This is an optimization exercise on Yosys and OpenROAD, whose aim is small area and a short achievable clock period, not a production implementation.
RTL that was checked went through simulation tests only; none was proved equivalent to the original.

==> inputs of build 71 <==
==> flow/design.v (excerpt) <==
module cordic_stage (clk, reset, X_i, Y_i, Z_i, X_O, Y_O, Z_O);
  input clk;
  input reset;
  input  signed [15:0] X_i;
  input  signed [15:0] Y_i;
  input  signed [15:0] Z_i;
  output signed [15:0] X_O;
  output signed [15:0] Y_O;
  output signed [15:0] Z_O;
  reg [16*15-1:0] ws;
  reg [16*15-1:0] vs;
  reg [14:0] q;
  reg [14:0] n;
  reg signed [13:0] z1;
  reg signed [13:0] z2;
  reg signed [12:0] z3;
  reg signed [11:0] z4;
  reg signed [10:0] z5;
  reg signed [9:0]  z6;
  reg signed [8:0]  z7;
  reg signed [7:0]  z8;
  reg signed [6:0]  z9;
  reg signed [5:0]  z10;
  reg signed [4:0]  z11;
  reg signed [3:0]  z12;
  reg signed [2:0]  z13;
  reg signed [1:0]  z14;
  reg               z15;
  reg               z15c;
  reg               zo, zo2;
  reg [15:0] xo, yo;
  reg [1:0]  wfl, vfl;
  wire qi = Z_i[15] ^ Z_i[14];
  always @(posedge clk) begin
    ws[15:0] <= X_i ^ {16{qi}};
    vs[15:0] <= Y_i ^ {16{Z_i[15]}};
    q[0]     <= qi;
    n[0]     <= Z_i[14];
    z1       <= {~Z_i[13], Z_i[12:0]};
  end
  wire [13:0] dnext = {z14[1], z13[2], z12[3], z11[4], z10[5], z9[6], z8[7],
                       z7[8], z6[9], z5[10], z4[11], z3[12], z2[13], z1[13]};
  wire signed [13:0] z2n;
  wire [15:0] w1n, v1n;
  cordic_iter #(.J(0), .WI(14), .WO(14), .A(4836)) it0 (.w(ws[15:0]), .v(vs[15:0]),
    .n(n[0]), .q(q[0]), .z(z1), .wo(w1n), .vo(v1n), .zo(z2n));
  wire signed [12:0] z3n;
  wire [15:0] w2n, v2n;
  cordic_iter #(.J(1), .WI(14), .WO(13), .A(2555)) it1 (.w(ws[31:16]), .v(vs[31:16]),
    .n(n[1]), .q(q[1]), .z(z2), .wo(w2n), .vo(v2n), .zo(z3n));
  wire signed [11:0] z4n;
  wire [15:0] w3n, v3n;
  cordic_iter #(.J(2), .WI(13), .WO(12), .A(1297)) it2 (.w(ws[47:32]), .v(vs[47:32]),
    .n(n[2]), .q(q[2]), .z(z3), .wo(w3n), .vo(v3n), .zo(z4n));
  wire signed [10:0] z5n;
  wire [15:0] w4n, v4n;
  cordic_iter #(.J(3), .WI(12), .WO(11), .A(651)) it3 (.w(ws[63:48]), .v(vs[63:48]),
    .n(n[3]), .q(q[3]), .z(z4), .wo(w4n), .vo(v4n), .zo(z5n));
  wire signed [9:0] z6n;
  wire [15:0] w5n, v5n;
  cordic_iter #(.J(4), .WI(11), .WO(10), .A(326)) it4 (.w(ws[79:64]), .v(vs[79:64]),
    .n(n[4]), .q(q[4]), .z(z5), .wo(w5n), .vo(v5n), .zo(z6n));
  wire signed [8:0] z7n;
  wire [15:0] w6n, v6n;
  ...
Settings: LEC_CHECK=0, CAP_MARGIN=20, CORE_MARGIN=2, CORE_UTILIZATION=40, SETUP_SLACK_MARGIN=0.8, SLEW_MARGIN=20, SYNTH_HIERARCHICAL=1, SYNTH_MINIMUM_KEEP_SIZE=0; clock period 3.65 ns.
run.sh (not shown) runs the stock make flow with config.mk's settings and CLKGATE_MAP_FILE= SYNTH_SCRIPT=/design/flow/synth_recipe.tcl, a recipe that flattens the netlist after the stock synthesis.
==> trial 3: changes against build 71 <==
--- a/flow/design.v
+++ b/flow/design.v
@@ -26,15 +26,14 @@
   reg signed [3:0]  z12;
   reg signed [2:0]  z13;
   reg signed [1:0]  z14;
   reg               z15;
   reg               z15c;
   reg               zo, zo2;
   reg [15:0] xo, yo;
-  reg [1:0]  wfl, vfl;
   wire qi = Z_i[15] ^ Z_i[14];
   always @(posedge clk) begin
     ws[15:0] <= X_i ^ {16{qi}};
     vs[15:0] <= Y_i ^ {16{Z_i[15]}};
     q[0]     <= qi;
     n[0]     <= Z_i[14];
     z1       <= {~Z_i[13], Z_i[12:0]};
@@ -91,17 +90,16 @@
     .n(n[11]), .q(q[11]), .z(z12), .wo(w12n), .vo(v12n), .zo(z13n));
   wire signed [1:0] z14n;
   wire [15:0] w13n, v13n;
   cordic_iter #(.J(12), .WI(3), .WO(2), .A(1)) it12 (.w(ws[207:192]), .v(vs[207:192]),
     .n(n[12]), .q(q[12]), .z(z13), .wo(w13n), .vo(v13n), .zo(z14n));
   wire [15:0] w14n, v14n;
   wire z15n;
-  wire [1:0] w14f, v14f;
   cordic_iter #(.J(13), .WI(2), .WO(1), .A(1), .LAST(1)) it13 (.w(ws[223:208]), .v(vs[223:208]),
-    .n(n[13]), .q(q[13]), .z(z14), .wo(w14n), .vo(v14n), .zo(z15n), .wf(w14f), .vf(v14f));
+    .n(n[13]), .q(q[13]), .z(z14), .wo(w14n), .vo(v14n), .zo(z15n));
   always @(posedge clk) begin
     ws[31:16] <= w1n;
     vs[31:16] <= v1n;
     ws[47:32] <= w2n;
     vs[47:32] <= v2n;
     ws[63:48] <= w3n;
     vs[63:48] <= v3n;
@@ -140,103 +138,83 @@
     z10 <= z10n;
     z11 <= z11n;
     z12 <= z12n;
     z13 <= z13n;
     z14 <= z14n;
     z15 <= z15n;
     z15c <= z14[0];
-    wfl <= w14f;
-    vfl <= v14f;
     zo  <= z15;
     zo2 <= ~z15c;
   end
   wire [15:0] xo_n, yo_n;
-  cordic_last last (.w(ws[16*14 +: 16]), .v(vs[16*14 +: 16]), .wf(wfl), .vf(vfl), .d14(n[14]),
-                    .d15(z15), .q(q[14]), .xo(xo_n), .yo(yo_n));
+  cordic_last last (.w(ws[16*14 +: 16]), .v(vs[16*14 +: 16]), .d14(n[14]), .d15(z15),
+                    .q(q[14]), .xo(xo_n), .yo(yo_n));
   always @(posedge clk) begin
     xo <= xo_n;
     yo <= yo_n;
   end
   assign X_O = xo;
   assign Y_O = yo;
   assign Z_O = {{8{zo2}}, {8{zo}}};
 endmodule
-module cordic_iter (w, v, n, q, z, wo, vo, zo, wf, vf);
+module cordic_iter (w, v, n, q, z, wo, vo, zo);
   parameter J = 0;
   parameter WI = 14;
   parameter WO = 14;
   parameter A = 0;
   parameter LAST = 0;
   input  [15:0]   w;
   input  [15:0]   v;
   input           n;
   input           q;
   input  [WI-1:0] z;
   output [15:0]   wo;
   output [15:0]   vo;
   output [WO-1:0] zo;
-  output [1:0]    wf;        
-  output [1:0]    vf;        
   localparam L = 16 - J;
-  function [17:0] step;
+  function [15:0] step;
     input [15:0] a;
     input [15:0] b;
     input        inv;
     input        cin;
     input        flip;
     reg   [L-1:0] bb, p, g, gg, pp, gn, pn;
     reg   [L:0]   c;
-    reg           s, inc, dec, ones, zeros, o_hi, z_hi, o_up, z_up, ro, rz;
+    reg           s, inc, dec, ones, zeros;
     integer i, d;
     begin
       bb = b[15:J] ^ {L{inv}};
       p  = a[L-1:0] ^ bb;
       g  = a[L-1:0] & bb;
-      gg = g;
+      gg = {g[L-1:1], g[0] | (p[0] & cin)};
       pp = p;
       for (d = 1; d < L; d = d * 2) begin
         gn = gg; pn = pp;
         for (i = d; i < L; i = i + 1) begin
           gn[i] = gg[i] | (pp[i] & gg[i-d]);
           pn[i] = pp[i] & pp[i-d];
         end
         gg = gn; pp = pn;
       end
-      c = {gg | (pp & {L{cin}}), cin};
+      c = {gg, cin};
       step[L-1:0] = p ^ c[L-1:0] ^ {L{flip}};
       s   = b[15] ^ inv;
       inc = c[L] & ~s;
       dec = ~c[L] & s;
       ones = 1'b1; zeros = 1'b1;
       for (i = L; i < 16; i = i + 1) begin
         step[i] = a[i] ^ flip ^ (inc & ones) ^ (dec & zeros);
         ones  = ones & a[i];
         zeros = zeros & ~a[i];
       end
-      o_hi = 1'b1; z_hi = 1'b1;
-      for (i = L + 1; i < 15; i = i + 1) begin
-        o_hi = o_hi & a[i];
-        z_hi = z_hi & ~a[i];
-      end
-      o_up = o_hi & a[L];
-      z_up = z_hi & ~a[L];
-      ro = (~inc & ~dec & o_up) | (inc & o_hi & ~a[L]) | (dec & z_up);
-      rz = (~inc & ~dec & z_up) | (inc & o_up) | (dec & z_hi & a[L]);
-      step[17] = flip ? rz : ro;
-      step[16] = flip ? ro : rz;
     end
   endfunction
   wire nn = z[WI-1];
-  wire [17:0] ws_, vs_;
-  assign ws_ = step(w, v, 1'b1, ~n ^ q, 1'b0);
-  assign vs_ = step(v, w, 1'b0, q, LAST ? n : n ^ nn);
-  assign wo  = ws_[15:0];
-  assign vo  = vs_[15:0];
-  assign wf  = LAST ? ws_[17:16] : 2'b00;
-  assign vf  = LAST ? vs_[17:16] : 2'b00;
+  assign wo = step(w, v, 1'b1, ~n ^ q, 1'b0);
+  assign vo = step(v, w, 1'b0, q, LAST ? n : n ^ nn);
   wire [WI-1:0] k = A;
   wire [WI-1:0] s = z + (nn ? k : -k);
   assign zo = s[WO-1:0];
 endmodule
 module cordic_step (a, b, cin, flip, o);
   parameter J = 0;
   parameter INV = 0;
@@ -282,19 +260,17 @@
           zeros = zeros & ~a[k];
         end
       end
       assign o[15:L] = oh;
     end
   endgenerate
 endmodule
-module cordic_last (w, v, wf, vf, d14, d15, q, xo, yo);
+module cordic_last (w, v, d14, d15, q, xo, yo);
   input  [15:0] w;
   input  [15:0] v;
-  input  [1:0]  wf;        
-  input  [1:0]  vf;        
   input         d14;       
   input         d15;       
   input         q;
   output [15:0] xo;
   output [15:0] yo;
   function [15:0] addlow;
     input [15:0] a;
@@ -465,23 +441,22 @@
       o[2] = ~(idx[7] ^ n042);
       o[3] = ~((n011 & n014) | n018);
       o[4] = n052 & n054;
       last_tab1 = o;
     end
   endfunction
   function signbit;
-    input       a15;
-    input [1:0] f;
-    input [1:0] id;
+    input [15:0] a;
+    input [1:0]  id;
     begin
-      signbit = a15 ^ (id[1] & f[1]) ^ (id[0] & f[0]);
+      signbit = a[15] ^ (id[1] & (&a[14:3])) ^ (id[0] & ~(|a[14:3]));
     end
   endfunction
-  wire       w15s = signbit(w[15], wf, sign14_tab({w[2:0], v[15:14], ~d14, q}));
-  wire       v15s = signbit(v[15], vf, sign14_tab({v[2:0], w[15:14], d14, q}));
+  wire       w15s = signbit(w, sign14_tab({w[2:0], v[15:14], ~d14, q}));
+  wire       v15s = signbit(v, sign14_tab({v[2:0], w[15:14], d14, q}));
   wire [7:0] ix   = {w[2:0], v[15:14], ~d14, ~d15, q};
   wire [7:0] iy   = {v[2:0], w[15:14], d14, d15, q};
   wire [15:0] x0 = addlow(w, last_tab0(ix));
   wire [15:0] x1 = addlow(w, last_tab1(ix));
   wire [15:0] y0 = addlow(v, last_tab0(iy));
   wire [15:0] y1 = addlow(v, last_tab1(iy));
   assign xo = v15s ? x1 : x0;
ABC_AREA = 1   (was not set)
SETUP_SLACK_MARGIN = 0.5   (was 0.8)
==> trial 98: changes against build 71 <==
--- a/flow/design.v
+++ b/flow/design.v
@@ -23,16 +23,16 @@
   reg signed [6:0]  z9;
   reg signed [5:0]  z10;
   reg signed [4:0]  z11;
   reg signed [3:0]  z12;
   reg signed [2:0]  z13;
   reg signed [1:0]  z14;
   reg               z15;
-  reg               z15c;
-  reg               zo, zo2;
+  reg               z15c, z15i;
+  reg        [2:0]  zo;
   reg [15:0] xo, yo;
   reg [1:0]  wfl, vfl;
   wire qi = Z_i[15] ^ Z_i[14];
   always @(posedge clk) begin
     ws[15:0] <= X_i ^ {16{qi}};
     vs[15:0] <= Y_i ^ {16{Z_i[15]}};
     q[0]     <= qi;
@@ -142,27 +142,29 @@
     z12 <= z12n;
     z13 <= z13n;
     z14 <= z14n;
     z15 <= z15n;
     z15c <= z14[0];
     wfl <= w14f;
     vfl <= v14f;
-    zo  <= z15;
-    zo2 <= ~z15c;
+    z15i  <= ~z14[0];
+    zo[0] <= z15;
+    zo[1] <= ~z15c;
+    zo[2] <= z15i;
   end
   wire [15:0] xo_n, yo_n;
   cordic_last last (.w(ws[16*14 +: 16]), .v(vs[16*14 +: 16]), .wf(wfl), .vf(vfl), .d14(n[14]),
                     .d15(z15), .q(q[14]), .xo(xo_n), .yo(yo_n));
   always @(posedge clk) begin
     xo <= xo_n;
     yo <= yo_n;
   end
   assign X_O = xo;
   assign Y_O = yo;
-  assign Z_O = {{8{zo2}}, {8{zo}}};
+  assign Z_O = {{5{zo[2]}}, {5{zo[1]}}, {6{zo[0]}}};
 endmodule
 module cordic_iter (w, v, n, q, z, wo, vo, zo, wf, vf);
   parameter J = 0;
   parameter WI = 14;
   parameter WO = 14;
   parameter A = 0;
   parameter LAST = 0;
SETUP_SLACK_MARGIN = 1.0   (was 0.8)
==> trial 67: changes against build 71 <==
--- a/flow/design.v
+++ b/flow/design.v
@@ -23,16 +23,16 @@
   reg signed [6:0]  z9;
   reg signed [5:0]  z10;
   reg signed [4:0]  z11;
   reg signed [3:0]  z12;
   reg signed [2:0]  z13;
   reg signed [1:0]  z14;
   reg               z15;
-  reg               z15c;
-  reg               zo, zo2;
+  reg               z15c, z15i;
+  reg        [2:0]  zo;
   reg [15:0] xo, yo;
   reg [1:0]  wfl, vfl;
   wire qi = Z_i[15] ^ Z_i[14];
   always @(posedge clk) begin
     ws[15:0] <= X_i ^ {16{qi}};
     vs[15:0] <= Y_i ^ {16{Z_i[15]}};
     q[0]     <= qi;
@@ -142,27 +142,29 @@
     z12 <= z12n;
     z13 <= z13n;
     z14 <= z14n;
     z15 <= z15n;
     z15c <= z14[0];
     wfl <= w14f;
     vfl <= v14f;
-    zo  <= z15;
-    zo2 <= ~z15c;
+    z15i  <= ~z14[0];
+    zo[0] <= z15;
+    zo[1] <= ~z15c;
+    zo[2] <= z15i;
   end
   wire [15:0] xo_n, yo_n;
   cordic_last last (.w(ws[16*14 +: 16]), .v(vs[16*14 +: 16]), .wf(wfl), .vf(vfl), .d14(n[14]),
                     .d15(z15), .q(q[14]), .xo(xo_n), .yo(yo_n));
   always @(posedge clk) begin
     xo <= xo_n;
     yo <= yo_n;
   end
   assign X_O = xo;
   assign Y_O = yo;
-  assign Z_O = {{8{zo2}}, {8{zo}}};
+  assign Z_O = {{5{zo[2]}}, {5{zo[1]}}, {6{zo[0]}}};
 endmodule
 module cordic_iter (w, v, n, q, z, wo, vo, zo, wf, vf);
   parameter J = 0;
   parameter WI = 14;
   parameter WO = 14;
   parameter A = 0;
   parameter LAST = 0;
SETUP_SLACK_MARGIN = 1.2   (was 0.8)
==> notes.md <==
Routed wire length, lowest first: build 71, trial 98, trial 67, trial 3. Against build 71, the flip-flop and latch count of trial 3 is lower by 4. Of trial 98 and trial 3, trial 98 has the higher register-to-register slack (gap 200 ps). First-iteration DRC count: build 71 < trial 67 < trial 98 < trial 3.
==> figures <==
metric	trial 3	build 71	trial 67	trial 98
Worst Hold Margin	324.3 ps	324.4 ps	324.6 ps	325.2 ps
Sequential Area	13290 sq um	13400 sq um	13500 sq um	13450 sq um
Cell depth of the worst setup path	15	10	11	10
Post-cts sizing count	0	36	105	40
Minimum clock period after layout	2876 ps	2790 ps	2682 ps	2676 ps
Global-route wire length before repair	181.2 mm	133.4 mm	137.1 mm	135.2 mm
Tapcell count	1512	1276	1276	1276
Sum of met3 wire segment lengths after detailed routing	4.979 mm	2.560 mm	2.844 mm	2.355 mm
Worst hold endpoint	n[14]	z2[1]	z11[0]	z6[0]
Floorplan die area	117000 sq um	100600 sq um	100600 sq um	100600 sq um
Outcome	finished clean	finished clean	finished clean	finished clean
Top Metal Used	met5	met4	met4	met4
The RTL of build 71 and trial 3 was laid out without a check of its function.

-- what the ideal ports hide --
Ports are ideal in the flow. The routed layouts listed here were re-timed in OpenROAD.
Step 1 sets driving cells, clkbuf_16 on the clock port and buf_2 on the other inputs (assumed; they add their load-dependent delay and slew).
Step 2 moves the port delays by t, midway between the first and last clock arrival at a register: inputs arrive t later, outputs are due t later. That takes back most of the time a late clock gives input paths.
Three values: ideal, step 1, step 2; two values: the first two.
| run | t (ns) | setup slack, ns | hold slack, ns | latest minus earliest clock arrival (ns) |
|---|---|---|---|---|
| build 71 | 0.683 | 0.860 / 0.860 / 0.860 | 0.324 / 0.324 / 0.324 | 0.030 / 0.030 |
| trial 3 | 0.711 | 0.774 / 0.774 / 0.774 | 0.324 / 0.324 / 0.324 | 0.039 / 0.038 |
| trial 98 | 0.691 | 0.974 / 0.974 / 0.974 | 0.325 / 0.325 / 0.325 | 0.031 / 0.031 |
| trial 67 | 0.684 | 0.968 / 0.968 / 0.968 | 0.325 / 0.325 / 0.325 | 0.034 / 0.033 |
After both steps every run listed still meets setup and hold.
